What follows belongs to an exercise in optimizing a design on an open flow for a short achievable clock period and few clock cycles; a production flow would make more cautious choices. Only simulation tests tie the RTL to the original design; equivalence was not proved. Power and IR drop assume default switching activity.

== v39 ==
Design MU0, start of the top module:
module MU0 (
           input  wire         Clk,
           input  wire         Reset,
           input  wire [15:0]  Din,
           output wire         Rd,
           output wire         Wr,
           output wire [11:0]  Addr,
           output wire [15:0]  Dout,
           output wire         Halted
	   );
reg        fetch_r, oper_r, stop_r;
reg        halt_r;
reg [11:0] addr_r;    
reg [11:0] pc_r;      
reg [11:0] ret_r;     
reg        rd_r, wr_r;
reg [15:0] acc;
reg [15:0] dout_r;    
reg        nz_r;      
reg        lda_r;     
reg [15:0] x_r;       
reg [15:0] k_r;       
wire [2:0]  op = Din[14:12];
wire [11:0] s  = Din[11:0];
wire [11:0] addr_inc = pc_r + 12'd1;
wire        is_lda = (op == 3'd0);
wire        is_sub = (op == 3'd3);
wire        fetch  = fetch_r;
wire to_s;
wire [11:0] addr_next;
assign to_s = ~op[2] | (op == 3'd4) |
            (op == 3'd5 & ~acc[15]) |
            (op == 3'd6 & nz_r);
  ...
Size: ~540 cells after synthesis, ~49 I/O pins, roughly 4900 um^2 of cells after synthesis.
==> flow/config.mk <==
export PLATFORM = sky130hd
export DESIGN_NAME = MU0
export DESIGN_NICKNAME = MU0
export VERILOG_FILES = /design/flow/design.v
export SDC_FILE = /design/flow/constraint.sdc
export NUM_CORES = 4
export LEC_CHECK = 0
export CAP_MARGIN = 20
export CORE_MARGIN = 2
export CORE_UTILIZATION = 40
export SETUP_SLACK_MARGIN = 2.5
export SLEW_MARGIN = 20
==> flow/constraint.sdc <==
create_clock -name core_clock -period 4.0 [get_ports {Clk}]
set_input_delay 0.8000 -clock core_clock [delete_from_list [all_inputs] [get_ports {Clk}]]
set_output_delay 0.8000 -clock core_clock [all_outputs]
set_load 0.01 [all_outputs]
run.sh (not shown) runs the stock make flow with config.mk's settings and CLKGATE_MAP_FILE= SYNTH_SCRIPT=/design/flow/synth_recipe.tcl, a recipe that flattens the netlist after the stock synthesis.
Testbench counts of v39, summed over its fixed seeds: cycles 83,782.
Edits applied to the flow inputs when going from v39 to v37:
# v39
export LEC_CHECK = 0
export CAP_MARGIN = 20
export CORE_MARGIN = 2
export CORE_UTILIZATION = 40
export SETUP_SLACK_MARGIN = 2.5
export SLEW_MARGIN = 20
create_clock -name core_clock -period 4.0 [get_ports {Clk}]
# v37
export LEC_CHECK = 0
export CAP_MARGIN = 20
export CORE_MARGIN = 2
export CORE_UTILIZATION = 40
export SETUP_SLACK_MARGIN = 2.5
export SLEW_MARGIN = 20
export SYNTH_HIERARCHICAL = 1
export SYNTH_MINIMUM_KEEP_SIZE = 0
create_clock -name core_clock -period 4.0 [get_ports {Clk}]
==> run notes <==
v37 finished every stage and its layout cleared the timing, design-rule and antenna checks.
v39 closes out successfully: all stages finished, all timing, DRC and antenna checks passed.
Area used by sequential logic in the layout (v37 over v39): increase, 11 um^2
The logic depth of the worst path, buffers included in v37 was lower than what v39 gave.
v37 and v39 ended up with nearly the same sequential portion of the cell area.
Looking at endpoint of the worst setup timing path, the acc[15] result is from v39; the Wr one comes from v37.
v39 → v37: clock latency of the later-clocked register in the worst-skew pair about even; final-stage net count now larger.
Diff v39 -> v37: hold slack decreased by 0.014 ns relative to the old numbers, clock-buffer cell count shows an increase of 1, max-capacitance violation count did not really move, synthesized cell count rose by about 20%.
The highest-delay cell along the critical path comes out maj3_2 in one run and dfrtp_1 in the other, namely in v39 and v37 respectively.
In the reports for v37 and v39, the smaller clock share of power belongs to v39.
### v37 -> v18
# v37
export LEC_CHECK = 0
export CAP_MARGIN = 20
export CORE_MARGIN = 2
export CORE_UTILIZATION = 40
export SETUP_SLACK_MARGIN = 2.5
export SLEW_MARGIN = 20
export SYNTH_HIERARCHICAL = 1
export SYNTH_MINIMUM_KEEP_SIZE = 0
create_clock -name core_clock -period 4.0 [get_ports {Clk}]
# v18
export LEC_CHECK = 0
export CAP_MARGIN = 20
export CORE_MARGIN = 2
export CORE_UTILIZATION = 40
export SETUP_SLACK_MARGIN = 3.0
export SLEW_MARGIN = 20
export SYNTH_HIERARCHICAL = 1
export SYNTH_MINIMUM_KEEP_SIZE = 0
export TNS_END_PERCENT = 100
create_clock -name core_clock -period 4.0 [get_ports {Clk}]
## What came out
- [v18] post-placement cell area rose 2.2% relative to v37
- On latest clock arrival within the worst-skew pair, v18 tracks v37 almost exactly.
- In v18, the total power density per cell area came out 20 nW/um^2 below the value in v37.
- The layout clock buffer count reported for v18 is greater than that of v37 by 1.
- Higher worst-case setup margin in the final layout among v37 and v18: v37
- Fraction of power consumed by sequential logic | v18 below v37
> inputs changed (v18 -> v32)
# v18
export LEC_CHECK = 0
export CAP_MARGIN = 20
export CORE_MARGIN = 2
export CORE_UTILIZATION = 40
export SETUP_SLACK_MARGIN = 3.0
export SLEW_MARGIN = 20
export SYNTH_HIERARCHICAL = 1
export SYNTH_MINIMUM_KEEP_SIZE = 0
export TNS_END_PERCENT = 100
create_clock -name core_clock -period 4.0 [get_ports {Clk}]
# v32
export LEC_CHECK = 0
export CAP_MARGIN = 20
export CORE_MARGIN = 2
export CORE_UTILIZATION = 50
export SETUP_SLACK_MARGIN = 2.5
export SLEW_MARGIN = 20
export SYNTH_HIERARCHICAL = 1
export SYNTH_MINIMUM_KEEP_SIZE = 0
create_clock -name core_clock -period 4.0 [get_ports {Clk}]
Findings:
Between v18 and v32, the clock skew after layout does not differ in any meaningful way. Summary of the comparison: critical path data arrival time is higher in v32, relative to v18. Compared with v18, v32 is the less power-hungry design. Count of non-filler cells in the finished layout (lower): v32. On cell area after layout, the lower figure sits with v32, not v18.

what the ideal ports hide:
The results above use ideal ports. As a check the final layouts listed here were re-extracted and re-timed, cells and wires unchanged.
Step 1 (the two cells are an assumption about what drives the block):
set clk [get_ports {Clk}]
set_driving_cell -lib_cell sky130_fd_sc_hd__clkbuf_16 $clk
set_driving_cell -lib_cell sky130_fd_sc_hd__buf_2 [delete_from_list [all_inputs] $clk]
Step 2 moves the port delays by t, midway between the first and last clock arrival at a register: inputs arrive t later, outputs are due t later. That takes back most of the time a late clock gives input paths.
a / b / c = ideal / step 1 / step 2; a / b = the first two.
run	shift t [ns]	slack for setup (ns)	worst hold slack (ns)	worst setup path after step 2
v39	0.396	1.661 / 1.654 / 1.258	0.464 / 0.464 / 0.464	input to register
v37	0.392	2.352 / 2.312 / 1.992	0.449 / 0.437 / 0.449	input to register
v18	0.398	2.345 / 2.306 / 1.980	0.469 / 0.459 / 0.469	input to register
v32	0.437	2.291 / 2.253 / 2.047	0.463 / 0.463 / 0.463	input to register
After both steps every run listed still meets setup and hold. For v39, which loses most, drivers alone change the setup slack by -0.007 ns; drivers and shift together by -0.403 ns.
